From an optimization exercise on the open Yosys and OpenROAD flow, aimed at small area; shortcuts taken in it are not production practice. The RTL was checked by simulation tests, not by an equivalence proof against the original design. Power figures rest on the tool's default switching activity, not on a simulated workload.

<file path="config.mk">
export PLATFORM = sky130hd
export DESIGN_NAME = SubRenderer
export DESIGN_NICKNAME = SubRenderer
export VERILOG_FILES = /design/flow/design.v
export SDC_FILE = /design/flow/constraint.sdc
export NUM_CORES = 4
export LEC_CHECK = 0
export ABC_AREA = 1
export CAP_MARGIN = 20
export CORE_MARGIN = 2
export CORE_UTILIZATION = 40
export CTS_BUF_LIST = sky130_fd_sc_hd__clkbuf_2
export SLEW_MARGIN = 20
export SYNTH_HIERARCHICAL = 1
export SYNTH_MINIMUM_KEEP_SIZE = 0
</file>
<file path="constraint.sdc">
create_clock -name core_clock -period 25.0 [get_ports {clk}]
set_input_delay 5.0000 -clock core_clock [delete_from_list [all_inputs] [get_ports {clk}]]
set_output_delay 5.0000 -clock core_clock [all_outputs]
set_load 0.01 [all_outputs]
</file>
<file path="design.v">
`timescale 1ns / 1ps
module adds(a, b, s);
	input [10:0] a;
	input [11:0] b;
	output [11:0] s;
	wire [11:0] x = {a[10], a};
	wire [11:0] y = b;
	function [11:0] f(input [11:0] a, input [11:0] b);
		integer i;
		reg c;
		begin
			c = 1'b0;
			for (i = 0; i < 12; i = i + 1) begin
				f[i] = a[i] ^ b[i] ^ c;
				c = (a[i] & b[i]) | (a[i] & c) | (b[i] & c);
			end
		end
	endfunction
	assign s = f(x, y);
endmodule
module adds1(a, b, s);
	input [10:0] a;
	input [11:0] b;
	output [11:0] s;
	wire [11:0] x = {a[10], a};
	wire [11:0] y = b;
	function [11:0] f(input [11:0] a, input [11:0] b);
		integer i;
		reg c;
		begin
			c = 1'b1;
			for (i = 0; i < 12; i = i + 1) begin
				f[i] = a[i] ^ b[i] ^ c;
				c = (a[i] & b[i]) | (a[i] & c) | (b[i] & c);
			end
		end
	endfunction
	assign s = f(x, y);
endmodule
module addk(a, b, s);
	input [10:0] a;
	input [11:0] b;
	output [12:0] s;
	wire [12:0] x = {2'b11, a};
	wire [12:0] y = {b[11], b};
	function [12:0] f(input [12:0] a, input [12:0] b);
		integer i;
		reg c;
		begin
			c = 1'b0;
			for (i = 0; i < 13; i = i + 1) begin
				f[i] = a[i] ^ b[i] ^ c;
				c = (a[i] & b[i]) | (a[i] & c) | (b[i] & c);
			end
		end
	endfunction
	assign s = f(x, y);
endmodule
module addy(a, b, s);
	input [10:0] a;
	input [11:0] b;
	output [12:0] s;
	wire [12:0] x = {2'b11, a};
	wire [12:0] y = {1'b0, b};
	function [12:0] f(input [12:0] a, input [12:0] b);
		integer i;
		reg c;
		begin
			c = 1'b0;
			for (i = 0; i < 13; i = i + 1) begin
				f[i] = a[i] ^ b[i] ^ c;
				c = (a[i] & b[i]) | (a[i] & c) | (b[i] & c);
			end
		end
	endfunction
	assign s = f(x, y);
endmodule
module SubRenderer(clk, rst, hcount, vcount, blank, startscreen, collision,
                   yPos, fish1X, fish1Y, fish2X, fish2Y, octo1X, octo1Y,
                   rock1X, rock1Y, shark1X, shark1Y,
                   bub1Y, bub2Y, bub3Y, bub4Y, bub5Y, waveX,
                   R, G, B);
	input clk;
	input rst;	 
	input [10:0] hcount, vcount;	 
	input blank;	 
	input startscreen, collision;	 
	input signed [11:0] yPos,
		fish1X, fish1Y,
		fish2X, fish2Y,
		octo1X, octo1Y,
		rock1X, rock1Y,
		shark1X, shark1Y,
		bub1Y, bub2Y, bub3Y, bub4Y, bub5Y,
		waveX;
	output reg [2:0] R, G;
	output reg [1:0] B;
	wire nb = ~blank;
	wire [10:0] nh = ~hcount, nv = ~vcount;
	wire submarine, moon, fish1, fishEyes1, fish2, fishEyes2, octopus1, octoEyes1,
		shark1, sharkEyes1, bubble, wave, rock1;
	wire [12:0] hu = {2'b00, hcount};
	wire [12:0] vu = {2'b00, vcount};
	wire [12:0] sn;
	addy sa(nv, yPos, sn);
	wire [11:0] f1x, f1y, f2x, f2y, ox, oy, rx, ry, bn, wn, bY;
	wire [12:0] kx, ky;
	adds1 af1x(nh, fish1X, f1x);
	adds af1y(nv, fish1Y, f1y);
	adds1 af2x(nh, fish2X, f2x);
	adds af2y(nv, fish2Y, f2y);
	adds1 aox(nh, octo1X, ox);
	adds aoy(nv, octo1Y, oy);
	addk akx(nh, shark1X, kx);
	addk aky(nv, shark1Y, ky);
	adds1 arx(nh, rock1X, rx);
	adds ary(nv, rock1Y, ry);
	adds abn(nv, bY, bn);	 
	adds awn(nh, waveX, wn);	 
	function geu(input [12:0] x, input integer k);
		integer i;
		reg r;
		begin
			r = 1'b1;
			for (i = 0; i < 13; i = i + 1) r = k[i] ? (x[i] & r) : (x[i] | r);
			geu = r;
		end
	endfunction
	function leu(input [12:0] x, input integer k);
		integer i;
		reg r;
		begin
			r = 1'b1;
			for (i = 0; i < 13; i = i + 1) r = k[i] ? (~x[i] | r) : (~x[i] & r);
			leu = r;
		end
	endfunction
	function les6(input [5:0] a, input [5:0] b, input s);
		integer i;
		reg r;
		begin
			r = ~s;
			for (i = 0; i < 6; i = i + 1) r = a[i] ? (b[i] & r) : (b[i] | r);
			les6 = r;
		end
	endfunction
	function lev6(input [5:0] a, input [5:0] b);
		integer i;
		reg r;
		begin
			r = 1'b1;
			for (i = 0; i < 6; i = i + 1) r = (a[i] == b[i]) ? r : b[i];
			lev6 = r;
		end
	endfunction
	function [5:0] moon_w(input [5:0] i);
		case (i)
		6'd0: moon_w = 6'd34;
		6'd1: moon_w = 6'd34;
		6'd2: moon_w = 6'd34;
		6'd3: moon_w = 6'd34;
		6'd4: moon_w = 6'd34;
		6'd5: moon_w = 6'd34;
		6'd6: moon_w = 6'd34;
		6'd7: moon_w = 6'd34;
		6'd8: moon_w = 6'd34;
		6'd9: moon_w = 6'd33;
		6'd10: moon_w = 6'd33;
		6'd11: moon_w = 6'd33;
		6'd12: moon_w = 6'd32;
		6'd13: moon_w = 6'd32;
		6'd14: moon_w = 6'd32;
		6'd15: moon_w = 6'd31;
		6'd16: moon_w = 6'd31;
		6'd17: moon_w = 6'd30;
		6'd18: moon_w = 6'd30;
		6'd19: moon_w = 6'd29;
		6'd20: moon_w = 6'd28;
		6'd21: moon_w = 6'd27;
		6'd22: moon_w = 6'd27;
		6'd23: moon_w = 6'd26;
		6'd24: moon_w = 6'd25;
		6'd25: moon_w = 6'd24;
		6'd26: moon_w = 6'd23;
		6'd27: moon_w = 6'd22;
		6'd28: moon_w = 6'd20;
		6'd29: moon_w = 6'd19;
		6'd30: moon_w = 6'd18;
		6'd31: moon_w = 6'd16;
		6'd32: moon_w = 6'd14;
		6'd33: moon_w = 6'd11;
		6'd34: moon_w = 6'd8;
		6'd35: moon_w = 6'd0;
		6'd36: moon_w = 6'd0;
		6'd37: moon_w = 6'd0;
		6'd38: moon_w = 6'd0;
		6'd39: moon_w = 6'd0;
		6'd40: moon_w = 6'd0;
		6'd41: moon_w = 6'd0;
		6'd42: moon_w = 6'd0;
		6'd43: moon_w = 6'd0;
		6'd44: moon_w = 6'd0;
		6'd45: moon_w = 6'd0;
		6'd46: moon_w = 6'd0;
		6'd47: moon_w = 6'd0;
		6'd48: moon_w = 6'd0;
		6'd49: moon_w = 6'd0;
		6'd50: moon_w = 6'd0;
		6'd51: moon_w = 6'd0;
		6'd52: moon_w = 6'd0;
		6'd53: moon_w = 6'd0;
		6'd54: moon_w = 6'd0;
		6'd55: moon_w = 6'd0;
		6'd56: moon_w = 6'd0;
		6'd57: moon_w = 6'd0;
		6'd58: moon_w = 6'd0;
		6'd59: moon_w = 6'd0;
		6'd60: moon_w = 6'd0;
		6'd61: moon_w = 6'd0;
		6'd62: moon_w = 6'd0;
		6'd63: moon_w = 6'd0;
		default: moon_w = 6'd0;
		endcase
	endfunction
	function [0:0] ring(input [7:0] i);
		case (i)
		8'd0: ring = 1'd0;
		8'd1: ring = 1'd0;
		8'd2: ring = 1'd0;
		8'd3: ring = 1'd0;
		8'd4: ring = 1'd0;
		8'd5: ring = 1'd1;
		8'd6: ring = 1'd1;
		8'd7: ring = 1'd1;
		8'd8: ring = 1'd0;
		8'd9: ring = 1'd1;
		8'd10: ring = 1'd1;
		8'd11: ring = 1'd1;
		8'd12: ring = 1'd0;
		8'd13: ring = 1'd0;
		8'd14: ring = 1'd0;
		8'd15: ring = 1'd0;
		8'd16: ring = 1'd0;
		8'd17: ring = 1'd0;
		8'd18: ring = 1'd0;
		8'd19: ring = 1'd0;
		8'd20: ring = 1'd0;
		8'd21: ring = 1'd1;
		8'd22: ring = 1'd1;
		8'd23: ring = 1'd0;
		8'd24: ring = 1'd0;
		8'd25: ring = 1'd0;
		8'd26: ring = 1'd1;
		8'd27: ring = 1'd1;
		8'd28: ring = 1'd0;
		8'd29: ring = 1'd0;
		8'd30: ring = 1'd0;
		8'd31: ring = 1'd0;
		8'd32: ring = 1'd0;
		8'd33: ring = 1'd0;
		8'd34: ring = 1'd0;
		8'd35: ring = 1'd0;
		8'd36: ring = 1'd0;
		8'd37: ring = 1'd1;
		8'd38: ring = 1'd1;
		8'd39: ring = 1'd0;
		8'd40: ring = 1'd0;
		8'd41: ring = 1'd0;
		8'd42: ring = 1'd1;
		8'd43: ring = 1'd1;
		8'd44: ring = 1'd0;
		8'd45: ring = 1'd0;
		8'd46: ring = 1'd0;
		8'd47: ring = 1'd0;
		8'd48: ring = 1'd0;
		8'd49: ring = 1'd0;
		8'd50: ring = 1'd0;
		8'd51: ring = 1'd0;
		8'd52: ring = 1'd1;
		8'd53: ring = 1'd1;
		8'd54: ring = 1'd1;
		8'd55: ring = 1'd0;
		8'd56: ring = 1'd0;
		8'd57: ring = 1'd0;
		8'd58: ring = 1'd1;
		8'd59: ring = 1'd1;
		8'd60: ring = 1'd1;
		8'd61: ring = 1'd0;
		8'd62: ring = 1'd0;
		8'd63: ring = 1'd0;
		8'd64: ring = 1'd0;
		8'd65: ring = 1'd0;
		8'd66: ring = 1'd0;
		8'd67: ring = 1'd1;
		8'd68: ring = 1'd1;
		8'd69: ring = 1'd1;
		8'd70: ring = 1'd0;
		8'd71: ring = 1'd0;
		8'd72: ring = 1'd0;
		8'd73: ring = 1'd0;
		8'd74: ring = 1'd0;
		8'd75: ring = 1'd1;
		8'd76: ring = 1'd1;
		8'd77: ring = 1'd1;
		8'd78: ring = 1'd0;
		8'd79: ring = 1'd0;
		8'd80: ring = 1'd1;
		8'd81: ring = 1'd1;
		8'd82: ring = 1'd1;
		8'd83: ring = 1'd1;
		8'd84: ring = 1'd1;
		8'd85: ring = 1'd0;
		8'd86: ring = 1'd0;
		8'd87: ring = 1'd0;
		8'd88: ring = 1'd0;
		8'd89: ring = 1'd0;
		8'd90: ring = 1'd0;
		8'd91: ring = 1'd0;
		8'd92: ring = 1'd1;
		8'd93: ring = 1'd1;
		8'd94: ring = 1'd1;
		8'd95: ring = 1'd1;
		8'd96: ring = 1'd1;
		8'd97: ring = 1'd1;
		8'd98: ring = 1'd1;
		8'd99: ring = 1'd1;
		8'd100: ring = 1'd0;
		8'd101: ring = 1'd0;
		8'd102: ring = 1'd0;
		8'd103: ring = 1'd0;
		8'd104: ring = 1'd0;
		8'd105: ring = 1'd0;
		8'd106: ring = 1'd0;
		8'd107: ring = 1'd0;
		8'd108: ring = 1'd0;
		8'd109: ring = 1'd1;
		8'd110: ring = 1'd1;
		8'd111: ring = 1'd1;
		8'd112: ring = 1'd1;
		8'd113: ring = 1'd0;
		8'd114: ring = 1'd0;
		8'd115: ring = 1'd0;
		8'd116: ring = 1'd0;
		8'd117: ring = 1'd0;
		8'd118: ring = 1'd0;
		8'd119: ring = 1'd0;
		8'd120: ring = 1'd0;
		8'd121: ring = 1'd0;
		8'd122: ring = 1'd0;
		8'd123: ring = 1'd0;
		8'd124: ring = 1'd0;
		8'd125: ring = 1'd0;
		8'd126: ring = 1'd0;
		8'd127: ring = 1'd0;
		8'd128: ring = 1'd0;
		8'd129: ring = 1'd0;
		8'd130: ring = 1'd0;
		8'd131: ring = 1'd0;
		8'd132: ring = 1'd0;
		8'd133: ring = 1'd0;
		8'd134: ring = 1'd0;
		8'd135: ring = 1'd0;
		8'd136: ring = 1'd0;
		8'd137: ring = 1'd0;
		8'd138: ring = 1'd0;
		8'd139: ring = 1'd0;
		8'd140: ring = 1'd0;
		8'd141: ring = 1'd0;
		8'd142: ring = 1'd0;
		8'd143: ring = 1'd0;
		8'd144: ring = 1'd1;
		8'd145: ring = 1'd0;
		8'd146: ring = 1'd0;
		8'd147: ring = 1'd0;
		8'd148: ring = 1'd0;
		8'd149: ring = 1'd0;
		8'd150: ring = 1'd0;
		8'd151: ring = 1'd0;
		8'd152: ring = 1'd0;
		8'd153: ring = 1'd0;
		8'd154: ring = 1'd0;
		8'd155: ring = 1'd0;
		8'd156: ring = 1'd0;
		8'd157: ring = 1'd0;
		8'd158: ring = 1'd0;
		8'd159: ring = 1'd0;
		8'd160: ring = 1'd1;
		8'd161: ring = 1'd1;
		8'd162: ring = 1'd1;
		8'd163: ring = 1'd1;
		8'd164: ring = 1'd0;
		8'd165: ring = 1'd0;
		8'd166: ring = 1'd0;
		8'd167: ring = 1'd0;
		8'd168: ring = 1'd0;
		8'd169: ring = 1'd0;
		8'd170: ring = 1'd0;
		8'd171: ring = 1'd0;
		8'd172: ring = 1'd0;
		8'd173: ring = 1'd1;
		8'd174: ring = 1'd1;
		8'd175: ring = 1'd1;
		8'd176: ring = 1'd1;
		8'd177: ring = 1'd1;
		8'd178: ring = 1'd1;
		8'd179: ring = 1'd1;
		8'd180: ring = 1'd1;
		8'd181: ring = 1'd0;
		8'd182: ring = 1'd0;
		8'd183: ring = 1'd0;
		8'd184: ring = 1'd0;
		8'd185: ring = 1'd0;
		8'd186: ring = 1'd0;
		8'd187: ring = 1'd0;
		8'd188: ring = 1'd1;
		8'd189: ring = 1'd1;
		8'd190: ring = 1'd1;
		8'd191: ring = 1'd1;
		8'd192: ring = 1'd0;
		8'd193: ring = 1'd0;
		8'd194: ring = 1'd0;
		8'd195: ring = 1'd1;
		8'd196: ring = 1'd1;
		8'd197: ring = 1'd1;
		8'd198: ring = 1'd0;
		8'd199: ring = 1'd0;
		8'd200: ring = 1'd0;
		8'd201: ring = 1'd0;
		8'd202: ring = 1'd0;
		8'd203: ring = 1'd1;
		8'd204: ring = 1'd1;
		8'd205: ring = 1'd1;
		8'd206: ring = 1'd0;
		8'd207: ring = 1'd0;
		8'd208: ring = 1'd0;
		8'd209: ring = 1'd0;
		8'd210: ring = 1'd0;
		8'd211: ring = 1'd0;
		8'd212: ring = 1'd1;
		8'd213: ring = 1'd1;
		8'd214: ring = 1'd1;
		8'd215: ring = 1'd0;
		8'd216: ring = 1'd0;
		8'd217: ring = 1'd0;
		8'd218: ring = 1'd1;
		8'd219: ring = 1'd1;
		8'd220: ring = 1'd1;
		8'd221: ring = 1'd0;
		8'd222: ring = 1'd0;
		8'd223: ring = 1'd0;
		8'd224: ring = 1'd0;
		8'd225: ring = 1'd0;
		8'd226: ring = 1'd0;
		8'd227: ring = 1'd0;
		8'd228: ring = 1'd0;
		8'd229: ring = 1'd1;
		8'd230: ring = 1'd1;
		8'd231: ring = 1'd0;
		8'd232: ring = 1'd0;
		8'd233: ring = 1'd0;
		8'd234: ring = 1'd1;
		8'd235: ring = 1'd1;
		8'd236: ring = 1'd0;
		8'd237: ring = 1'd0;
		8'd238: ring = 1'd0;
		8'd239: ring = 1'd0;
		8'd240: ring = 1'd0;
		8'd241: ring = 1'd0;
		8'd242: ring = 1'd0;
		8'd243: ring = 1'd0;
		8'd244: ring = 1'd0;
		8'd245: ring = 1'd1;
		8'd246: ring = 1'd1;
		8'd247: ring = 1'd0;
		8'd248: ring = 1'd0;
		8'd249: ring = 1'd0;
		8'd250: ring = 1'd1;
		8'd251: ring = 1'd1;
		8'd252: ring = 1'd0;
		8'd253: ring = 1'd0;
		8'd254: ring = 1'd0;
		8'd255: ring = 1'd0;
		default: ring = 1'd0;
		endcase
	endfunction
	function [5:0] wave_w(input [6:0] i);
		case (i)
		7'd0: wave_w = 6'd11;
		7'd1: wave_w = 6'd13;
		7'd2: wave_w = 6'd15;
		7'd3: wave_w = 6'd17;
		7'd4: wave_w = 6'd18;
		7'd5: wave_w = 6'd19;
		7'd6: wave_w = 6'd21;
		7'd7: wave_w = 6'd22;
		7'd8: wave_w = 6'd23;
		7'd9: wave_w = 6'd24;
		7'd10: wave_w = 6'd24;
		7'd11: wave_w = 6'd25;
		7'd12: wave_w = 6'd26;
		7'd13: wave_w = 6'd27;
		7'd14: wave_w = 6'd27;
		7'd15: wave_w = 6'd28;
		7'd16: wave_w = 6'd28;
		7'd17: wave_w = 6'd29;
		7'd18: wave_w = 6'd29;
		7'd19: wave_w = 6'd30;
		7'd20: wave_w = 6'd30;
		7'd21: wave_w = 6'd30;
		7'd22: wave_w = 6'd30;
		7'd23: wave_w = 6'd31;
		7'd24: wave_w = 6'd31;
		7'd25: wave_w = 6'd31;
		7'd26: wave_w = 6'd31;
		7'd27: wave_w = 6'd31;
		7'd28: wave_w = 6'd31;
		7'd29: wave_w = 6'd31;
		7'd30: wave_w = 6'd32;
		7'd31: wave_w = 6'd31;
		7'd32: wave_w = 6'd31;
		7'd33: wave_w = 6'd31;
		7'd34: wave_w = 6'd31;
		7'd35: wave_w = 6'd31;
		7'd36: wave_w = 6'd31;
		7'd37: wave_w = 6'd31;
		7'd38: wave_w = 6'd30;
		7'd39: wave_w = 6'd30;
		7'd40: wave_w = 6'd30;
		7'd41: wave_w = 6'd30;
		7'd42: wave_w = 6'd29;
		7'd43: wave_w = 6'd29;
		7'd44: wave_w = 6'd28;
		7'd45: wave_w = 6'd28;
		7'd46: wave_w = 6'd27;
		7'd47: wave_w = 6'd27;
		7'd48: wave_w = 6'd26;
		7'd49: wave_w = 6'd25;
		7'd50: wave_w = 6'd24;
		7'd51: wave_w = 6'd24;
		7'd52: wave_w = 6'd23;
		7'd53: wave_w = 6'd22;
		7'd54: wave_w = 6'd21;
		7'd55: wave_w = 6'd19;
		7'd56: wave_w = 6'd18;
		7'd57: wave_w = 6'd17;
		7'd58: wave_w = 6'd15;
		7'd59: wave_w = 6'd13;
		7'd60: wave_w = 6'd11;
		7'd61: wave_w = 6'd7;
		7'd62: wave_w = 6'd0;
		7'd63: wave_w = 6'd0;
		7'd64: wave_w = 6'd0;
		7'd65: wave_w = 6'd0;
		7'd66: wave_w = 6'd0;
		7'd67: wave_w = 6'd0;
		7'd68: wave_w = 6'd0;
		7'd69: wave_w = 6'd0;
		7'd70: wave_w = 6'd0;
		7'd71: wave_w = 6'd0;
		7'd72: wave_w = 6'd0;
		7'd73: wave_w = 6'd0;
		7'd74: wave_w = 6'd0;
		7'd75: wave_w = 6'd0;
		7'd76: wave_w = 6'd0;
		7'd77: wave_w = 6'd0;
		7'd78: wave_w = 6'd0;
		7'd79: wave_w = 6'd0;
		7'd80: wave_w = 6'd0;
		7'd81: wave_w = 6'd0;
		7'd82: wave_w = 6'd0;
		7'd83: wave_w = 6'd0;
		7'd84: wave_w = 6'd0;
		7'd85: wave_w = 6'd0;
		7'd86: wave_w = 6'd0;
		7'd87: wave_w = 6'd0;
		7'd88: wave_w = 6'd0;
		7'd89: wave_w = 6'd0;
		7'd90: wave_w = 6'd0;
		7'd91: wave_w = 6'd0;
		7'd92: wave_w = 6'd0;
		7'd93: wave_w = 6'd0;
		7'd94: wave_w = 6'd0;
		7'd95: wave_w = 6'd0;
		7'd96: wave_w = 6'd0;
		7'd97: wave_w = 6'd0;
		7'd98: wave_w = 6'd0;
		7'd99: wave_w = 6'd0;
		7'd100: wave_w = 6'd0;
		7'd101: wave_w = 6'd0;
		7'd102: wave_w = 6'd0;
		7'd103: wave_w = 6'd0;
		7'd104: wave_w = 6'd0;
		7'd105: wave_w = 6'd0;
		7'd106: wave_w = 6'd0;
		7'd107: wave_w = 6'd0;
		7'd108: wave_w = 6'd0;
		7'd109: wave_w = 6'd0;
		7'd110: wave_w = 6'd0;
		7'd111: wave_w = 6'd0;
		7'd112: wave_w = 6'd0;
		7'd113: wave_w = 6'd0;
		7'd114: wave_w = 6'd0;
		7'd115: wave_w = 6'd0;
		7'd116: wave_w = 6'd0;
		7'd117: wave_w = 6'd0;
		7'd118: wave_w = 6'd0;
		7'd119: wave_w = 6'd0;
		7'd120: wave_w = 6'd0;
		7'd121: wave_w = 6'd0;
		7'd122: wave_w = 6'd0;
		7'd123: wave_w = 6'd0;
		7'd124: wave_w = 6'd0;
		7'd125: wave_w = 6'd0;
		7'd126: wave_w = 6'd0;
		7'd127: wave_w = 6'd7;
		default: wave_w = 6'd0;
		endcase
	endfunction
	wire f1_inx = (f1x[11:7] == 0);
	wire f1_iny = ((f1y[11:5] == 0) | (&f1y[11:5]));
	wire f1_b = f1_inx & f1_iny & (((geu(f1x[6:0], 80) & leu(f1x[6:0], 90)) & ((geu({~f1y[5], f1y[4:0]}, 26) & leu({~f1y[5], f1y[4:0]}, 61)) | (geu({~f1y[5], f1y[4:0]}, 1) & leu({~f1y[5], f1y[4:0]}, 14)))) |
			((geu(f1x[6:0], 73) & leu(f1x[6:0], 79)) & ((geu({~f1y[5], f1y[4:0]}, 32) & leu({~f1y[5], f1y[4:0]}, 61)) | (geu({~f1y[5], f1y[4:0]}, 1) & leu({~f1y[5], f1y[4:0]}, 19)))) |
			((geu(f1x[6:0], 71) & leu(f1x[6:0], 72)) & ((geu({~f1y[5], f1y[4:0]}, 32) & leu({~f1y[5], f1y[4:0]}, 61)) | (geu({~f1y[5], f1y[4:0]}, 1) & leu({~f1y[5], f1y[4:0]}, 14)))) |
			((geu(f1x[6:0], 65) & leu(f1x[6:0], 70)) & ((geu({~f1y[5], f1y[4:0]}, 26) & leu({~f1y[5], f1y[4:0]}, 61)) | (geu({~f1y[5], f1y[4:0]}, 1) & leu({~f1y[5], f1y[4:0]}, 14)))) |
			((geu(f1x[6:0], 58) & leu(f1x[6:0], 64)) & ((geu({~f1y[5], f1y[4:0]}, 32) & leu({~f1y[5], f1y[4:0]}, 61)) | (geu({~f1y[5], f1y[4:0]}, 1) & leu({~f1y[5], f1y[4:0]}, 19)))) |
			((geu(f1x[6:0], 57) & leu(f1x[6:0], 57)) & ((geu({~f1y[5], f1y[4:0]}, 32) & leu({~f1y[5], f1y[4:0]}, 61)) | (geu({~f1y[5], f1y[4:0]}, 1) & leu({~f1y[5], f1y[4:0]}, 14)))) |
			((geu(f1x[6:0], 54) & leu(f1x[6:0], 56)) & ((geu({~f1y[5], f1y[4:0]}, 26) & leu({~f1y[5], f1y[4:0]}, 61)) | (geu({~f1y[5], f1y[4:0]}, 1) & leu({~f1y[5], f1y[4:0]}, 14)))) |
			((geu(f1x[6:0], 49) & leu(f1x[6:0], 53)) & ((geu({~f1y[5], f1y[4:0]}, 32) & leu({~f1y[5], f1y[4:0]}, 61)) | (geu({~f1y[5], f1y[4:0]}, 1) & leu({~f1y[5], f1y[4:0]}, 14)))) |
			((geu(f1x[6:0], 30) & leu(f1x[6:0], 48)) & ((geu({~f1y[5], f1y[4:0]}, 1) & leu({~f1y[5], f1y[4:0]}, 61)))) |
			((geu(f1x[6:0], 20) & leu(f1x[6:0], 29)) & ((geu({~f1y[5], f1y[4:0]}, 8) & leu({~f1y[5], f1y[4:0]}, 51)))) |
			((geu(f1x[6:0], 15) & leu(f1x[6:0], 19)) & ((geu({~f1y[5], f1y[4:0]}, 16) & leu({~f1y[5], f1y[4:0]}, 41)))) |
			((geu(f1x[6:0], 11) & leu(f1x[6:0], 14)) & ((geu({~f1y[5], f1y[4:0]}, 21) & leu({~f1y[5], f1y[4:0]}, 31)))) |
			((geu(f1x[6:0], 10) & leu(f1x[6:0], 10)) & ((geu({~f1y[5], f1y[4:0]}, 14) & leu({~f1y[5], f1y[4:0]}, 36)))) |
			((geu(f1x[6:0], 9) & leu(f1x[6:0], 9)) & ((geu({~f1y[5], f1y[4:0]}, 13) & leu({~f1y[5], f1y[4:0]}, 37)))) |
			((geu(f1x[6:0], 8) & leu(f1x[6:0], 8)) & ((geu({~f1y[5], f1y[4:0]}, 12) & leu({~f1y[5], f1y[4:0]}, 38)))) |
			((geu(f1x[6:0], 7) & leu(f1x[6:0], 7)) & ((geu({~f1y[5], f1y[4:0]}, 11) & leu({~f1y[5], f1y[4:0]}, 39)))) |
			((geu(f1x[6:0], 6) & leu(f1x[6:0], 6)) & ((geu({~f1y[5], f1y[4:0]}, 10) & leu({~f1y[5], f1y[4:0]}, 40)))) |
			((geu(f1x[6:0], 5) & leu(f1x[6:0], 5)) & ((geu({~f1y[5], f1y[4:0]}, 9) & leu({~f1y[5], f1y[4:0]}, 41)))) |
			((geu(f1x[6:0], 4) & leu(f1x[6:0], 4)) & ((geu({~f1y[5], f1y[4:0]}, 8) & leu({~f1y[5], f1y[4:0]}, 42)))) |
			((geu(f1x[6:0], 3) & leu(f1x[6:0], 3)) & ((geu({~f1y[5], f1y[4:0]}, 7) & leu({~f1y[5], f1y[4:0]}, 43)))) |
			((geu(f1x[6:0], 2) & leu(f1x[6:0], 2)) & ((geu({~f1y[5], f1y[4:0]}, 6) & leu({~f1y[5], f1y[4:0]}, 44)))) |
			((leu(f1x[6:0], 1)) & ((geu({~f1y[5], f1y[4:0]}, 5) & leu({~f1y[5], f1y[4:0]}, 45)))));
	wire f1_e1 = f1_inx & f1_iny & (((geu(f1x[6:0], 75) & leu(f1x[6:0], 85)) & ((geu({~f1y[5], f1y[4:0]}, 43) & leu({~f1y[5], f1y[4:0]}, 51)))));
	wire f1_e2 = f1_inx & f1_iny & (((geu(f1x[6:0], 60) & leu(f1x[6:0], 72)) & ((geu({~f1y[5], f1y[4:0]}, 42) & leu({~f1y[5], f1y[4:0]}, 54)))));
	assign fish1 = nb & f1_b;
	assign fishEyes1 = (nb & f1_e1) | f1_e2;
	wire f2_inx = (f2x[11:7] == 0);
	wire f2_iny = ((f2y[11:5] == 0) | (&f2y[11:5]));
	wire f2_b = f2_inx & f2_iny & (((geu(f2x[6:0], 80) & leu(f2x[6:0], 90)) & ((geu({~f2y[5], f2y[4:0]}, 26) & leu({~f2y[5], f2y[4:0]}, 61)) | (geu({~f2y[5], f2y[4:0]}, 1) & leu({~f2y[5], f2y[4:0]}, 14)))) |
			((geu(f2x[6:0], 73) & leu(f2x[6:0], 79)) & ((geu({~f2y[5], f2y[4:0]}, 32) & leu({~f2y[5], f2y[4:0]}, 61)) | (geu({~f2y[5], f2y[4:0]}, 1) & leu({~f2y[5], f2y[4:0]}, 19)))) |
			((geu(f2x[6:0], 71) & leu(f2x[6:0], 72)) & ((geu({~f2y[5], f2y[4:0]}, 32) & leu({~f2y[5], f2y[4:0]}, 61)) | (geu({~f2y[5], f2y[4:0]}, 1) & leu({~f2y[5], f2y[4:0]}, 14)))) |
			((geu(f2x[6:0], 65) & leu(f2x[6:0], 70)) & ((geu({~f2y[5], f2y[4:0]}, 26) & leu({~f2y[5], f2y[4:0]}, 61)) | (geu({~f2y[5], f2y[4:0]}, 1) & leu({~f2y[5], f2y[4:0]}, 14)))) |
			((geu(f2x[6:0], 58) & leu(f2x[6:0], 64)) & ((geu({~f2y[5], f2y[4:0]}, 32) & leu({~f2y[5], f2y[4:0]}, 61)) | (geu({~f2y[5], f2y[4:0]}, 1) & leu({~f2y[5], f2y[4:0]}, 19)))) |
			((geu(f2x[6:0], 57) & leu(f2x[6:0], 57)) & ((geu({~f2y[5], f2y[4:0]}, 32) & leu({~f2y[5], f2y[4:0]}, 61)) | (geu({~f2y[5], f2y[4:0]}, 1) & leu({~f2y[5], f2y[4:0]}, 14)))) |
			((geu(f2x[6:0], 54) & leu(f2x[6:0], 56)) & ((geu({~f2y[5], f2y[4:0]}, 26) & leu({~f2y[5], f2y[4:0]}, 61)) | (geu({~f2y[5], f2y[4:0]}, 1) & leu({~f2y[5], f2y[4:0]}, 14)))) |
			((geu(f2x[6:0], 49) & leu(f2x[6:0], 53)) & ((geu({~f2y[5], f2y[4:0]}, 32) & leu({~f2y[5], f2y[4:0]}, 61)) | (geu({~f2y[5], f2y[4:0]}, 1) & leu({~f2y[5], f2y[4:0]}, 14)))) |
			((geu(f2x[6:0], 30) & leu(f2x[6:0], 48)) & ((geu({~f2y[5], f2y[4:0]}, 1) & leu({~f2y[5], f2y[4:0]}, 61)))) |
			((geu(f2x[6:0], 20) & leu(f2x[6:0], 29)) & ((geu({~f2y[5], f2y[4:0]}, 8) & leu({~f2y[5], f2y[4:0]}, 51)))) |
			((geu(f2x[6:0], 15) & leu(f2x[6:0], 19)) & ((geu({~f2y[5], f2y[4:0]}, 16) & leu({~f2y[5], f2y[4:0]}, 41)))) |
			((geu(f2x[6:0], 11) & leu(f2x[6:0], 14)) & ((geu({~f2y[5], f2y[4:0]}, 21) & leu({~f2y[5], f2y[4:0]}, 31)))) |
			((geu(f2x[6:0], 10) & leu(f2x[6:0], 10)) & ((geu({~f2y[5], f2y[4:0]}, 14) & leu({~f2y[5], f2y[4:0]}, 36)))) |
			((geu(f2x[6:0], 9) & leu(f2x[6:0], 9)) & ((geu({~f2y[5], f2y[4:0]}, 13) & leu({~f2y[5], f2y[4:0]}, 37)))) |
			((geu(f2x[6:0], 8) & leu(f2x[6:0], 8)) & ((geu({~f2y[5], f2y[4:0]}, 12) & leu({~f2y[5], f2y[4:0]}, 38)))) |
			((geu(f2x[6:0], 7) & leu(f2x[6:0], 7)) & ((geu({~f2y[5], f2y[4:0]}, 11) & leu({~f2y[5], f2y[4:0]}, 39)))) |
			((geu(f2x[6:0], 6) & leu(f2x[6:0], 6)) & ((geu({~f2y[5], f2y[4:0]}, 10) & leu({~f2y[5], f2y[4:0]}, 40)))) |
			((geu(f2x[6:0], 5) & leu(f2x[6:0], 5)) & ((geu({~f2y[5], f2y[4:0]}, 9) & leu({~f2y[5], f2y[4:0]}, 41)))) |
			((geu(f2x[6:0], 4) & leu(f2x[6:0], 4)) & ((geu({~f2y[5], f2y[4:0]}, 8) & leu({~f2y[5], f2y[4:0]}, 42)))) |
			((geu(f2x[6:0], 3) & leu(f2x[6:0], 3)) & ((geu({~f2y[5], f2y[4:0]}, 7) & leu({~f2y[5], f2y[4:0]}, 43)))) |
			((geu(f2x[6:0], 2) & leu(f2x[6:0], 2)) & ((geu({~f2y[5], f2y[4:0]}, 6) & leu({~f2y[5], f2y[4:0]}, 44)))) |
			((leu(f2x[6:0], 1)) & ((geu({~f2y[5], f2y[4:0]}, 5) & leu({~f2y[5], f2y[4:0]}, 45)))));
	wire f2_e1 = f2_inx & f2_iny & (((geu(f2x[6:0], 75) & leu(f2x[6:0], 85)) & ((geu({~f2y[5], f2y[4:0]}, 43) & leu({~f2y[5], f2y[4:0]}, 51)))));
	wire f2_e2 = f2_inx & f2_iny & (((geu(f2x[6:0], 60) & leu(f2x[6:0], 72)) & ((geu({~f2y[5], f2y[4:0]}, 42) & leu({~f2y[5], f2y[4:0]}, 54)))));
	assign fish2 = nb & f2_b;
	assign fishEyes2 = (nb & f2_e1) | f2_e2;
	wire o_inx = (ox[11:7] == 0);
	wire o_iny = ((oy[11:6] == 0) | (&oy[11:6]));
	wire o_b = o_inx & o_iny & (((geu({~oy[6], oy[5:0]}, 43) & leu({~oy[6], oy[5:0]}, 88)) & ((geu(ox[6:0], 20) & leu(ox[6:0], 65)))));
	wire o_l = o_inx & o_iny & (((geu({~oy[6], oy[5:0]}, 44) & leu({~oy[6], oy[5:0]}, 56)) & ((geu(ox[6:0], 65) & leu(ox[6:0], 90)))) |
			((geu({~oy[6], oy[5:0]}, 43) & leu({~oy[6], oy[5:0]}, 43)) & ((geu(ox[6:0], 55) & leu(ox[6:0], 100)) | (geu(ox[6:0], 35) & leu(ox[6:0], 45)) | (geu(ox[6:0], 5) & leu(ox[6:0], 30)))) |
			((geu({~oy[6], oy[5:0]}, 33) & leu({~oy[6], oy[5:0]}, 42)) & ((geu(ox[6:0], 80) & leu(ox[6:0], 100)) | (geu(ox[6:0], 55) & leu(ox[6:0], 65)) | (geu(ox[6:0], 35) & leu(ox[6:0], 45)) | (geu(ox[6:0], 5) & leu(ox[6:0], 30)))) |
			((geu({~oy[6], oy[5:0]}, 29) & leu({~oy[6], oy[5:0]}, 32)) & ((geu(ox[6:0], 55) & leu(ox[6:0], 65)) | (geu(ox[6:0], 35) & leu(ox[6:0], 45)) | (geu(ox[6:0], 5) & leu(ox[6:0], 15)))) |
			((geu({~oy[6], oy[5:0]}, 24) & leu({~oy[6], oy[5:0]}, 28)) & ((geu(ox[6:0], 55) & leu(ox[6:0], 65)) | (geu(ox[6:0], 25) & leu(ox[6:0], 45)) | (leu(ox[6:0], 15)))) |
			((geu({~oy[6], oy[5:0]}, 18) & leu({~oy[6], oy[5:0]}, 23)) & ((geu(ox[6:0], 55) & leu(ox[6:0], 70)) | (geu(ox[6:0], 25) & leu(ox[6:0], 45)) | (leu(ox[6:0], 15)))) |
			((geu({~oy[6], oy[5:0]}, 14) & leu({~oy[6], oy[5:0]}, 17)) & ((geu(ox[6:0], 60) & leu(ox[6:0], 70)) | (geu(ox[6:0], 25) & leu(ox[6:0], 35)))) |
			((geu({~oy[6], oy[5:0]}, 8) & leu({~oy[6], oy[5:0]}, 13)) & ((geu(ox[6:0], 60) & leu(ox[6:0], 70)) | (geu(ox[6:0], 20) & leu(ox[6:0], 35)))) |
			((geu({~oy[6], oy[5:0]}, 3) & leu({~oy[6], oy[5:0]}, 7)) & ((geu(ox[6:0], 20) & leu(ox[6:0], 35)))));
	wire o_e1 = o_inx & o_iny & (((geu({~oy[6], oy[5:0]}, 68) & leu({~oy[6], oy[5:0]}, 83)) & ((geu(ox[6:0], 45) & leu(ox[6:0], 57)))));
	wire o_e2 = o_inx & o_iny & (((geu({~oy[6], oy[5:0]}, 68) & leu({~oy[6], oy[5:0]}, 80)) & ((geu(ox[6:0], 30) & leu(ox[6:0], 40)))));
	assign octopus1 = (nb & o_b) | o_l;
	assign octoEyes1 = (nb & o_e1) | o_e2;
	wire k_inx = ((kx[12:6] == 0) | (&kx[12:6]));
	wire k_iny = ((ky[12:4] == 0) | (&ky[12:4]));
	wire k_b = k_inx & k_iny & (((geu({~ky[4], ky[3:0]}, 29) & leu({~ky[4], ky[3:0]}, 29)) & ((geu({~kx[6], kx[5:0]}, 88) & leu({~kx[6], kx[5:0]}, 89)))) |
			((geu({~ky[4], ky[3:0]}, 28) & leu({~ky[4], ky[3:0]}, 28)) & ((geu({~kx[6], kx[5:0]}, 88) & leu({~kx[6], kx[5:0]}, 90)))) |
			((geu({~ky[4], ky[3:0]}, 27) & leu({~ky[4], ky[3:0]}, 27)) & ((geu({~kx[6], kx[5:0]}, 88) & leu({~kx[6], kx[5:0]}, 91)))) |
			((geu({~ky[4], ky[3:0]}, 26) & leu({~ky[4], ky[3:0]}, 26)) & ((geu({~kx[6], kx[5:0]}, 88) & leu({~kx[6], kx[5:0]}, 92)))) |
			((geu({~ky[4], ky[3:0]}, 25) & leu({~ky[4], ky[3:0]}, 25)) & ((geu({~kx[6], kx[5:0]}, 88) & leu({~kx[6], kx[5:0]}, 93)) | (geu({~kx[6], kx[5:0]}, 61) & leu({~kx[6], kx[5:0]}, 68)))) |
			((geu({~ky[4], ky[3:0]}, 24) & leu({~ky[4], ky[3:0]}, 24)) & ((geu({~kx[6], kx[5:0]}, 88) & leu({~kx[6], kx[5:0]}, 94)) | (geu({~kx[6], kx[5:0]}, 61) & leu({~kx[6], kx[5:0]}, 68)))) |
			((geu({~ky[4], ky[3:0]}, 23) & leu({~ky[4], ky[3:0]}, 23)) & ((geu({~kx[6], kx[5:0]}, 88) & leu({~kx[6], kx[5:0]}, 95)) | (geu({~kx[6], kx[5:0]}, 61) & leu({~kx[6], kx[5:0]}, 68)))) |
			((geu({~ky[4], ky[3:0]}, 22) & leu({~ky[4], ky[3:0]}, 22)) & ((geu({~kx[6], kx[5:0]}, 88) & leu({~kx[6], kx[5:0]}, 96)) | (geu({~kx[6], kx[5:0]}, 61) & leu({~kx[6], kx[5:0]}, 68)))) |
			((geu({~ky[4], ky[3:0]}, 20) & leu({~ky[4], ky[3:0]}, 21)) & ((geu({~kx[6], kx[5:0]}, 88) & leu({~kx[6], kx[5:0]}, 97)) | (geu({~kx[6], kx[5:0]}, 61) & leu({~kx[6], kx[5:0]}, 68)))) |
			((geu({~ky[4], ky[3:0]}, 14) & leu({~ky[4], ky[3:0]}, 19)) & ((geu({~kx[6], kx[5:0]}, 61) & leu({~kx[6], kx[5:0]}, 118)))) |
			((geu({~ky[4], ky[3:0]}, 13) & leu({~ky[4], ky[3:0]}, 13)) & ((geu({~kx[6], kx[5:0]}, 70) & leu({~kx[6], kx[5:0]}, 118)) | (geu({~kx[6], kx[5:0]}, 61) & leu({~kx[6], kx[5:0]}, 68)))) |
			((geu({~ky[4], ky[3:0]}, 12) & leu({~ky[4], ky[3:0]}, 12)) & ((geu({~kx[6], kx[5:0]}, 71) & leu({~kx[6], kx[5:0]}, 118)) | (geu({~kx[6], kx[5:0]}, 61) & leu({~kx[6], kx[5:0]}, 68)))) |
			((geu({~ky[4], ky[3:0]}, 11) & leu({~ky[4], ky[3:0]}, 11)) & ((geu({~kx[6], kx[5:0]}, 72) & leu({~kx[6], kx[5:0]}, 118)) | (geu({~kx[6], kx[5:0]}, 61) & leu({~kx[6], kx[5:0]}, 68)))) |
			((geu({~ky[4], ky[3:0]}, 10) & leu({~ky[4], ky[3:0]}, 10)) & ((geu({~kx[6], kx[5:0]}, 83) & leu({~kx[6], kx[5:0]}, 118)) | (geu({~kx[6], kx[5:0]}, 61) & leu({~kx[6], kx[5:0]}, 68)))) |
			((geu({~ky[4], ky[3:0]}, 9) & leu({~ky[4], ky[3:0]}, 9)) & ((geu({~kx[6], kx[5:0]}, 84) & leu({~kx[6], kx[5:0]}, 115)) | (geu({~kx[6], kx[5:0]}, 61) & leu({~kx[6], kx[5:0]}, 68)))) |
			((geu({~ky[4], ky[3:0]}, 8) & leu({~ky[4], ky[3:0]}, 8)) & ((geu({~kx[6], kx[5:0]}, 85) & leu({~kx[6], kx[5:0]}, 112)) | (geu({~kx[6], kx[5:0]}, 61) & leu({~kx[6], kx[5:0]}, 68)))) |
			((geu({~ky[4], ky[3:0]}, 7) & leu({~ky[4], ky[3:0]}, 7)) & ((geu({~kx[6], kx[5:0]}, 86) & leu({~kx[6], kx[5:0]}, 109)))) |
			((geu({~ky[4], ky[3:0]}, 6) & leu({~ky[4], ky[3:0]}, 6)) & ((geu({~kx[6], kx[5:0]}, 87) & leu({~kx[6], kx[5:0]}, 106)))));
	wire k_e = k_inx & k_iny & (((geu({~ky[4], ky[3:0]}, 15) & leu({~ky[4], ky[3:0]}, 18)) & ((geu({~kx[6], kx[5:0]}, 109) & leu({~kx[6], kx[5:0]}, 113)))));
	assign shark1 = nb & k_b;
	assign sharkEyes1 = nb & k_e;
	wire r_inx = (rx[11:5] == 0);
	wire r_iny = (&ry[11:5]);
	wire r_b = r_inx & r_iny & (((leu(rx[4:0], 25)) & ((leu({~ry[4:0]}, 25)))));
	assign rock1 = nb & r_b;
	assign submarine = nb & ((sn[12:4] == 0) | (&sn[12:4])) & (((geu(hu, 100) & leu(hu, 130)) & (geu({~sn[4], sn[3:0]}, 5) & leu({~sn[4], sn[3:0]}, 15))) |
		((geu(hu, 130) & leu(hu, 132)) & (geu({~sn[4], sn[3:0]}, 6) & leu({~sn[4], sn[3:0]}, 14))) |
		((geu(hu, 132) & leu(hu, 134)) & (geu({~sn[4], sn[3:0]}, 7) & leu({~sn[4], sn[3:0]}, 13))) |
		((geu(hu, 134) & leu(hu, 136)) & (geu({~sn[4], sn[3:0]}, 8) & leu({~sn[4], sn[3:0]}, 12))) |
		((geu(hu, 95) & leu(hu, 100)) & (geu({~sn[4], sn[3:0]}, 7) & leu({~sn[4], sn[3:0]}, 13))) |
		((geu(hu, 105) & leu(hu, 115)) & (geu({~sn[4], sn[3:0]}, 15) & leu({~sn[4], sn[3:0]}, 19)) & (yPos[11:2] != 0)));
	wire [2:0] mh = {hcount[6] ^ ~(hcount[5] | hcount[4]), ~(hcount[5] ^ hcount[4]), ~hcount[4]};
	wire ms = mh[2];
	wire [5:0] mx = {mh[1:0], hcount[3:0]} ^ {6{ms}};
	assign moon = nb & geu(hu, 366) & leu(hu, 434) & (vcount[10:6] == 5'd0) & leu(vu, 34) &
		les6(mx, moon_w(vcount[5:0]), ms);
	wire bc1 = geu(hu, 493) & leu(hu, 507);
	wire bc2 = geu(hu, 393) & leu(hu, 407);
	wire bc3 = geu(hu, 293) & leu(hu, 307);
	wire bc4 = geu(hu, 193) & leu(hu, 207);
	wire bc5 = geu(hu, 93) & leu(hu, 107);
	assign bY = ({12{bc1}} & bub1Y) | ({12{bc2}} & bub2Y) | ({12{bc3}} & bub3Y) |
	            ({12{bc4}} & bub4Y) | ({12{bc5}} & bub5Y);
	wire [1:0] bj = {bc3 | bc4, bc1 | bc3 | bc5};
	wire [3:0] bdx = {hcount[3] ^ bj[1] ^ (~hcount[2] & bj[0]), hcount[2] ^ bj[0], hcount[1:0]};
	assign bubble = nb & (bc1 | bc2 | bc3 | bc4 | bc5) & ((bn[11:3] == 0) | (&bn[11:3])) & (leu({~bn[3], bn[2:0]}, 14)) &
		ring({bdx, ~bn[3:0]});
	wire ws = ~wn[5];
	wire [5:0] wx = {1'b0, wn[4:0] ^ {5{wn[5]}}};
	wire wvy = ((vcount[10:6] == 5'd0) & (vcount[5:0] != 6'd63)) | ((&vcount[10:6]) & (&vcount[5:1]));
	wire wcirc = ((wn[11:10] == 0) | (&wn[11:10])) & (geu({~wn[10], wn[9:0]}, 991) & leu({~wn[10], wn[9:0]}, 1695)) & wvy &
		les6(wx, wave_w({vcount[10], vcount[5:0]}), ws);
	assign wave = (nb & wcirc) | (leu(hu, 640) & leu(vu, 36));
	wire water = nb & leu(hu, 640) & geu(vu, 30) & leu(vu, 480);
	always @ (posedge clk) begin
	if (rst) begin
		R <= 0;
		G <= 0;
		B <= 0;
	end
	else if (submarine)	begin    
			if (collision) begin
				if (~startscreen) begin
					R <= 3'b111;
					G <= 3'b001;
					B <= 2'b00;
				end
			end
			else
				begin
					R <= 3'b111;
					G <= 3'b110;
					B <= 2'b01;
				end
		end
		else if (moon) begin
			R <= 3'b111;
			G <= 3'b111;
			B <= 2'b11;
		end
		else if (fishEyes1 | fishEyes2 ) begin
			R <= 3'b111;
			G <= 3'b010;
			B <= 2'b00;
		end
		else if (fish1 | fish2) begin
			R <= 3'b111;
			G <= 3'b010;
			B <= 2'b11;
		end
		else if (octoEyes1)begin
			R <= 3'b111;
			G <= 3'b000;
			B <= 2'b01;
		end
		else if (sharkEyes1) begin
				R <= 3'b100;
				G <= 3'b000;
				B <= 2'b01;
		end
		else if (shark1) begin
				R <= 3'b110;
				G <= 3'b110;
				B <= 2'b11;
		end
		else if (octopus1) begin
			R <= 3'b001;
			G <= 3'b111;
			B <= 2'b11;
		end
		else if (bubble)begin
			R <= 3'b001;
			G <= 3'b110;
			B <= 2'b11;
		end
		else if (wave) begin
			R <= 3'b000;
			G <= 3'b000;
			B <= 2'b00;
		end
		else if (rock1) begin
				R <= 3'b011;
				G <= 3'b110;
				B <= 2'b01;
		end
		else if (water) begin
			R <= 3'b000;
			G <= 3'b000;
			B <= 2'b11;
		end
		else begin	 
			R <= 0;
			G <= 0;
			B <= 0;
		end
	end
endmodule
</file>
<file path="flow/run.sh">
#!/bin/bash
# The standard layout (standard.sh) with two changes:
#  - synthesis maps the top module's logic with flow/abc_deep.script (rounds of ABC
#    deepsyn and area mapping) and the adder modules with flow/abc_small.script, in
#    place of ORFS's abc_area.script; everything else in the synthesis is
#    synth_recipe.tcl unchanged;
#  - placement buffers every input and output port with buf_1, the smallest buffer.
# Each tool's output goes to the ORFS logs under orfs/logs; standard.sh's own output
# goes to standard.log.
set -euo pipefail
HERE=$(pwd)
export MY_ABC_DEEP="$HERE/flow/abc_deep.script"
export MY_ABC_SMALL="$HERE/flow/abc_small.script"
export BUFFER_PORTS_ARGS="-buffer_cell sky130_fd_sc_hd__buf_1"
{
  cat <<'EOT'
proc abc {args} {
  set i [lsearch -exact $args -script]
  if {$i < 0} {
    yosys abc {*}$args
    return
  }
  set j [expr {$i + 1}]
  yosys abc {*}[lreplace $args $j $j $::env(MY_ABC_DEEP)] SubRenderer
  yosys abc {*}[lreplace $args $j $j $::env(MY_ABC_SMALL)] add*
}
EOT
  cat synth_recipe.tcl
} > own_synth.tcl
sed "s#SYNTH_SCRIPT=[^ ]*#SYNTH_SCRIPT=$HERE/own_synth.tcl#" standard.sh > own_standard.sh
grep -q "SYNTH_SCRIPT=$HERE/own_synth.tcl" own_standard.sh
bash own_standard.sh > standard.log 2>&1
</file>
<file path="flow/abc_deep.script">
strash; &get -n; &deepsyn -T 40; &put; strash; dch -f; amap; &get -n; &deepsyn -T 40; &put; strash; dch -f; amap; &get -n; &deepsyn -T 40; &put; strash; dch -f; amap; &get -n; &deepsyn -T 40; &put; strash; dch -f; amap; &get -n; &deepsyn -T 40; &put; strash; dch -f; amap; &get -n; &deepsyn -T 40; &put; strash; dch -f; amap; &get -n; &deepsyn -T 40; &put; strash; dch -f; amap; &get -n; &deepsyn -T 40; &dch -f; &nf -R 1000 -p -F 8 -A 4; &put; topo
</file>
<file path="flow/abc_small.script">
strash; dch -f; amap; topo
</file>
<file path="standard.sh">
#!/bin/bash
# synth_recipe.tcl (not shown) runs the flow's synth.tcl, then flattens the netlist and writes it again
# the make line also repeats each setting of config.mk as NAME=value (left out here)
make -C /OpenROAD-flow-scripts/flow DESIGN_CONFIG=/design/flow/config.mk WORK_HOME=/design/flow/orfs CLKGATE_MAP_FILE= SYNTH_SCRIPT=/design/flow/synth_recipe.tcl "${@:-finish}"
</file>
==> summary.json, run 1 <==
{
  "outcome": {"value": "complete, no violations"},
  "cts_sinks": {"value": 8},
  "cts-buffers-inserted": {"value": 3},
  "route.detailed.wl_per_inst": {"value": 20.58, "unit": "microns"},
  "netlist_instances": {"value": 877},
  "initial_antenna_violation_count": {"value": 0},
  "clock_tree.root_cell": {"value": "sky130_fd_sc_hd__clkbuf_2"},
  "grt_first_pass_wirelength": {"value": 42700, "unit": "microns"},
  "endpoint_kind": {"value": "flip-flop"},
  "nNetsFinal": {"value": 1517},
  "postRouteWirelength": {"value": 27790, "unit": "microns"},
  "drt_iter0_markers": {"value": 657},
  "fp.dieArea": {"value": 18750, "unit": "sq um"},
  "timing.reg2reg.worst_path_depth": {"value": 3},
  "slowest_stage": {"value": "sky130_fd_sc_hd__clkinv_1"},
  "layout_worst_path_cycle_share": {"value": 52.31, "unit": "%"},
  "clkTransAtPathRegs": {"value": 80, "unit": "ps"},
  "overflow": {"value": 0},
  "worst-path-max-fanout": {"value": 14},
  "timing.final.setup_violations": {"value": 0},
  "fillCellCount": {"value": 1801},
  "worst_slew_pin_slew": {"value": 1004, "unit": "ps"},
  "r2r_startpoint": {"value": "G[0]$_SDFFE_PP0P_"},
  "gpl.final_weighted_congestion": {"value": 1.009},
  "synth.cell_area": {"value": 7068, "unit": "sq um"},
  "tritoncts": {"value": "done"},
  "drc": {"value": 0},
  "synthesis.yosys.warnings": {"value": 11},
  "power_per_cell_area": {"value": 31.02, "unit": "nW/um^2"},
  "critical_path.max_stage_delay": {"value": 590, "unit": "ps"},
  "max_cap_violations": {"value": 0},
  "areaGrowthSynthToFinish": {"value": 17.81, "unit": "%"},
  "vias": {"value": 8302},
  "startpoint_type_of_the_worst_setup_path": {"value": "input pin"},
  "finalWorstPathRequiredPeriod": {"value": 13080, "unit": "ps"},
  "grt_util_all_layers": {"value": 29.88, "unit": "%"},
  "fp.dieW": {"value": 136.9, "unit": "microns"},
  "path_class": {"value": "input pin to flip-flop"},
  "hold_end": {"value": "B[1]$_SDFFE_PP0P_"},
  "core-area": {"value": 17300, "unit": "sq um"},
  "grt_setup_unrepaired": {"value": "false"},
  "io_pins": {"value": 239},
  "grt_pass1_vias": {"value": 7914},
  "final_antenna_net_count": {"value": 0},
  "postSynthNetCount": {"value": 1267},
  "min-delay-path-class": {"value": "flip-flop to flip-flop"},
  "place_ws": {"value": 11720, "unit": "ps"},
  "clkLatencyLatePin": {"value": 240, "unit": "ps"},
  "grt_max_degree": {"value": 21},
  "detailed_place_hpwl": {"value": 22910, "unit": "microns"},
  "layout_commonest_cell": {"value": "sky130_fd_sc_hd__buf_1"},
  "floorplan.rows": {"value": 48},
  "most-common-layout-cells": {"value": "sky130_fd_sc_hd__buf_1 (238), sky130_fd_sc_hd__fa_1 (130), sky130_fd_sc_hd__nand2_1 (93), sky130_fd_sc_hd__nor2_1 (76), sky130_fd_sc_hd__a21oi_1 (70)"},
  "max_clock_skew": {"value": 0, "unit": "ps"},
  "setup_slack_of_the_critical_path_after_layout": {"value": 11920, "unit": "ps"},
  "insertedDiodeCount": {"value": 0},
  "drtPass1Iterations": {"value": 7},
  "holdBufCountCts": {"value": 0},
  "hold_violations": {"value": 0},
  "rrSetupSlack": {"value": 24160, "unit": "ps"},
  "total_leakage_power": {"value": 2.840, "unit": "nW"},
  "totalNegativeSetupSlack": {"value": 0, "unit": "ps"},
  "critical_path.reg2reg.endpoint": {"value": "G[0]$_SDFFE_PP0P_"},
  "cp.arrival": {"value": 13270, "unit": "ps"},
  "path_common_cell": {"value": "sky130_fd_sc_hd__fa_1"},
  "drive_above_1_share": {"value": 1.156, "unit": "%"},
  "maxSlewHeadroom": {"value": 32.64, "unit": "%"},
  "drt-vias-per-instance": {"value": 6.150},
  "worst_hold_startpoint": {"value": "B[1]$_SDFFE_PP0P_"},
  "post_cts_buffers": {"value": 0},
  "max_freq": {"value": 76.47, "unit": "MHz"},
  "timing.hold.worst_path_depth": {"value": 1},
  "required": {"value": 25190, "unit": "ps"},
  "timing_max_transition_violations_final": {"value": 0},
  "synthesis.area_per_instance": {"value": 8.059, "unit": "sq um"},
  "cts-root-to-sink-buffers": {"value": 2},
  "peakVddDrop": {"value": 0.01101, "unit": "mV"},
  "die_extent_in_y": {"value": 136.9, "unit": "microns"},
  "effective_utilization_at_floorplan": {"value": 40.86, "unit": "%"},
  "cts_repair_resize_count": {"value": 0},
  "count_of_h_tree_levels_built_during_cts": {"value": 1},
  "io_buffers": {"value": 238}
}
## flip-flops by register name, summed over array words and instances, names as in the netlist
| name | flops |
|---|---|
| R | 3 |
| B | 2 |
| G | 3 |
## report_power, final
group / switching [mW] / internal [mW] / leakage (nW)
Clock: 0.00457 / 0.00327 / 0.0125
Sequential: 0.0000515 / 0.0128 / 0.0645
Combinational: 0.144 / 0.0932 / 2.76
Total: 0.149 / 0.109 / 2.84
## metal layers
metal	global-route usage, %	vias to the layer above	wire [microns]
li1	-	3829	-
met1	40.95	3931	11340
met2	48.62	491	12820
met3	4.407	51	2591
met4	9.507	0	1036
met5	0	-	0
## final cells by class
class                   count  area (sq um)  area share [%]
well taps                 225         281.5           3.381
clock buffers               3         15.01          0.1803
flip-flops and latches      8         160.2           1.923
inverters                  59         221.5           2.660
multi-input cells         810          6703           80.50
repair buffers            245         945.9           11.36
## how the worst max path moves through the flow
stage / startpoint / end / cells past startpoint
floorplan: hcount[4] / B[1]$_SDFFE_PP0P_ / 32
global placement: hcount[4] / B[1]$_SDFFE_PP0P_ / 34
detailed placement: hcount[4] / B[1]$_SDFFE_PP0P_ / 34
CTS: hcount[4] / B[1]$_SDFFE_PP0P_ / 34
global route: hcount[3] / B[1]$_SDFFE_PP0P_ / 34
finish: hcount[4] / B[1]$_SDFFE_PP0P_ / 34
## critical path: cells and delay by family
family          cells  cell delay (ps)
simple gates        6              750
compound gates     10             1640
buf+inv             5             1180
fa+ha+maj          13             4690
## through the flow
step	util [%]	total power [mW]	hold slack [ps]	std cells	instance area (sq um)
6_report	48.14	0.2583	485.9	1350	8327
5_1_grt	48.14	0.2878	495.9	1350	8327
4_1_cts	48.14	0.2547	488.8	1350	8327
3_5_place_dp	48.05	0.2456	470.9	1347	8312
3_3_place_gp	48.05	0.2468	471.1	1347	8312
2_1_floorplan	-	0.1764	497.2	877	7068
==> run 2, diff against run 1 <==
==> flow/abc_deep.script (replaced) <==
strash; &get -n; &deepsyn -T 40; &put; strash; dch -f; amap; &get -n; &deepsyn -T 40; &put; strash; dch -f; amap; &get -n; &deepsyn -T 40; &put; strash; dch -f; amap; &get -n; &deepsyn -T 40; &put; strash; dch -f; amap; &get -n; &deepsyn -T 40; &put; strash; dch -f; amap; &get -n; &deepsyn -T 40; &put; strash; dch -f; amap; &get -n; &deepsyn -T 40; &put; strash; dch -f; amap; &get -n; &deepsyn -T 40; &put; strash; dch -f; amap; &get -n; &deepsyn -T 40; &put; strash; dch -f; amap; &get -n; &deepsyn -T 40; &put; strash; dch -f; amap; &get -n; &deepsyn -T 40; &put; strash; dch -f; amap; &get -n; &deepsyn -T 40; &put; strash; dch -f; amap; &get -n; &deepsyn -T 40; &put; strash; dch -f; amap; &get -n; &deepsyn -T 40; &put; strash; dch -f; amap; &get -n; &deepsyn -T 40; &put; strash; dch -f; amap; &get -n; &deepsyn -T 40; &dch -f; &nf -R 1000 -p -F 8 -A 4; &put; topo
==> run 2 against run 1 <==
Net effect:
- clock power rose by 2.8%
- sequential share of layout area barely moved
- clock skew did not move
- largest power group unchanged
- highest routed layer unchanged
==> summary.json, run 2 <==
{
  "cp.arrival": {"value": 13080, "unit": "ps"},
  "tritoncts": {"value": "done"},
  "placed_cells_incl_taps": {"value": 1352},
  "critical_path.max_stage_delay": {"value": 620, "unit": "ps"},
  "grt_pass1_vias": {"value": 7850},
  "synthesis.yosys.warnings": {"value": 11},
  "insertedDiodeCount": {"value": 0},
  "worst_slew_pin_slew": {"value": 855.0, "unit": "ps"},
  "min-delay-path-class": {"value": "flip-flop to flip-flop"},
  "max_freq": {"value": 77.47, "unit": "MHz"},
  "post_cts_buffers": {"value": 0},
  "endpoint_kind": {"value": "flip-flop"},
  "path_class": {"value": "input pin to flip-flop"},
  "drt_iter0_markers": {"value": 618},
  "synth.cell_area": {"value": 7058, "unit": "sq um"},
  "peakVddDrop": {"value": 0.01349, "unit": "mV"},
  "fp.dieW": {"value": 136.8, "unit": "microns"},
  "clkLatencyLatePin": {"value": 250, "unit": "ps"},
  "fp.dieArea": {"value": 18720, "unit": "sq um"},
  "initial_antenna_violation_count": {"value": 0},
  "cts-root-to-sink-buffers": {"value": 2},
  "timing.final.setup_violations": {"value": 0},
  "layout_worst_path_cycle_share": {"value": 51.63, "unit": "%"},
  "cts-buffers-inserted": {"value": 3},
  "synthesis.area_per_instance": {"value": 8.020, "unit": "sq um"},
  "totalNegativeSetupSlack": {"value": 0, "unit": "ps"},
  "total_leakage_power": {"value": 2.831, "unit": "nW"},
  "final_antenna_net_count": {"value": 0},
  "overflow": {"value": 0},
  "worst_setup_path_startpoint": {"value": "hcount[4]"},
  "io_pins": {"value": 239},
  "core-area": {"value": 17300, "unit": "sq um"},
  "drc": {"value": 0},
  "drive_above_1_share": {"value": 1.327, "unit": "%"},
  "holdBufCountCts": {"value": 0},
  "fillCellCount": {"value": 1805},
  "required": {"value": 25170, "unit": "ps"},
  "postRouteWirelength": {"value": 26530, "unit": "microns"},
  "slowest_stage": {"value": "sky130_fd_sc_hd__clkinv_1"},
  "clkTransAtPathRegs": {"value": 80, "unit": "ps"},
  "nNetsFinal": {"value": 1522},
  "most-common-layout-cells": {"value": "sky130_fd_sc_hd__buf_1 (238), sky130_fd_sc_hd__fa_1 (130), sky130_fd_sc_hd__nor2_1 (104), sky130_fd_sc_hd__nand2_1 (86), sky130_fd_sc_hd__a21oi_1 (74)"},
  "drtPass1Iterations": {"value": 8},
  "stdcell_count": {"value": 1355},
  "floorplan.rows": {"value": 48},
  "drt-vias-per-instance": {"value": 6.004},
  "cts_repair_resize_count": {"value": 0},
  "cts_sinks": {"value": 8},
  "max_cap_violations": {"value": 0},
  "power_per_cell_area": {"value": 30.69, "unit": "nW/um^2"},
  "largest_registers_in_the_final_layout": {"value": "G (3), R (3), B (2)"},
  "finalWorstPathRequiredPeriod": {"value": 12910, "unit": "ps"},
  "gpl.final_weighted_congestion": {"value": 0.9822},
  "grt_max_degree": {"value": 20},
  "hold_violations": {"value": 0},
  "clock_tree.root_cell": {"value": "sky130_fd_sc_hd__clkbuf_2"},
  "io_buffers": {"value": 238},
  "die_extent_in_y": {"value": 136.8, "unit": "microns"},
  "r2r_startpoint": {"value": "G[0]$_SDFFE_PP0P_"},
  "outcome": {"value": "complete, no violations"},
  "layout_commonest_cell": {"value": "sky130_fd_sc_hd__buf_1"},
  "detailed_place_hpwl": {"value": 22160, "unit": "microns"},
  "final.hold.worst_slack": {"value": 522.2, "unit": "ps"},
  "grt_util_all_layers": {"value": 28.90, "unit": "%"},
  "grt_setup_unrepaired": {"value": "false"},
  "grt_first_pass_wirelength": {"value": 41860, "unit": "microns"},
  "worst_path_dominant_cell_family": {"value": "adder cells"},
  "count_of_h_tree_levels_built_during_cts": {"value": 1},
  "max_clock_skew": {"value": 0, "unit": "ps"},
  "postSynthNetCount": {"value": 1270},
  "netlist_instances": {"value": 880},
  "worstPathBufferInverterCount": {"value": 4},
  "timing_max_transition_violations_final": {"value": 0},
  "worst_hold_startpoint": {"value": "R[2]$_SDFFE_PP0P_"},
  "route.detailed.wl_per_inst": {"value": 19.58, "unit": "microns"},
  "path_common_cell": {"value": "sky130_fd_sc_hd__fa_1"},
  "worst-path-max-fanout": {"value": 13},
  "maxSlewHeadroom": {"value": 42.65, "unit": "%"},
  "vias": {"value": 8136},
  "startpoint_type_of_the_worst_setup_path": {"value": "input pin"},
  "areaGrowthSynthToFinish": {"value": 18.06, "unit": "%"},
  "effective_utilization_at_floorplan": {"value": 40.81, "unit": "%"}
}
[run 2: per-stage QoR]
stage | utilization [%] | area, sq um | power [mW] | worst slack, ps
after floorplan | - | 7058 | 0.1758 | 13170
after global placement | 48.09 | 8318 | 0.2445 | 12020
after detailed placement | 48.09 | 8318 | 0.2434 | 11870
after CTS | 48.18 | 8333 | 0.2524 | 12130
after global routing | 48.18 | 8333 | 0.2860 | 11500
final | 48.18 | 8333 | 0.2557 | 12090
[run 2: power by group]
group / leakage, nW / internal, mW / total, mW / switching (mW)
logic: 2.75 / 0.0926 / 0.235 / 0.142
registers: 0.0645 / 0.0128 / 0.0128 / 0.0000459
clock network: 0.0125 / 0.00327 / 0.00806 / 0.00479
total: 2.83 / 0.109 / 0.256 / 0.147
[run 2: layout make-up]
class	instances	area (sq um)	share of cell area, %
multi-input combinational	815	6701	80.42
timing repair buffer	247	960.9	11.53
tap	225	281.5	3.378
inverter	57	214.0	2.568
clock buffer	3	15.01	0.1802
sequential	8	160.2	1.922
[run 2: routing by layer]
metal  track usage, %  up-vias  share of wire [%]
met3            2.519       33                7.6
met1            39.89     3876                 42
met4            4.754        0                1.7
met5                0        -                  0
li1                 -     3838                  -
met2            50.28      389                 48
[run 2: worst paths after layout]
path,slack (ps),cells past startpoint,end
hold / removal,520,2,R[2]$_SDFFE_PP0P_
setup / recovery,12090,31,G[1]$_SDFFE_PP0P_
hold reg to reg,520,2,R[2]$_SDFFE_PP0P_
setup reg to reg,24210,2,G[0]$_SDFFE_PP0P_
[run 2: tightest hold or removal path: stages, from the launching register on]
cell and delay, ps:
sky130_fd_sc_hd__dfxtp_1 320, sky130_fd_sc_hd__nor2_1 100, sky130_fd_sc_hd__a211oi_1 50

[port drivers added, routing unchanged]
How much do the figures lean on ideal ports? The routed layouts below were timed once more, with nothing changed but the port constraints. Step 1: set_driving_cell puts a clkbuf_16 on clk and a buf_2 on each other input, an assumption about the parent block. Step 2, shift: input delay + t, output delay - t, t = (earliest + latest rising clock arrival at the registers) / 2. This alone moves slack from input paths to output paths. Three values: ideal, step 1, step 2; two values: the first two.
run | t (ns) | setup WS [ns] | worst setup path at the end | worst slew at a driven data input, ns
run 1 | 0.256 | 11.923 / 11.891 / 11.635 | input to register | 0.06
run 2 | 0.270 | 12.092 / 12.080 / 11.810 | input to register | 0.05
After both steps setup and hold are still met in every run listed. The setup slack of run 1, which loses most, moves by -0.032 ns with the drivers and by -0.288 ns with both steps.
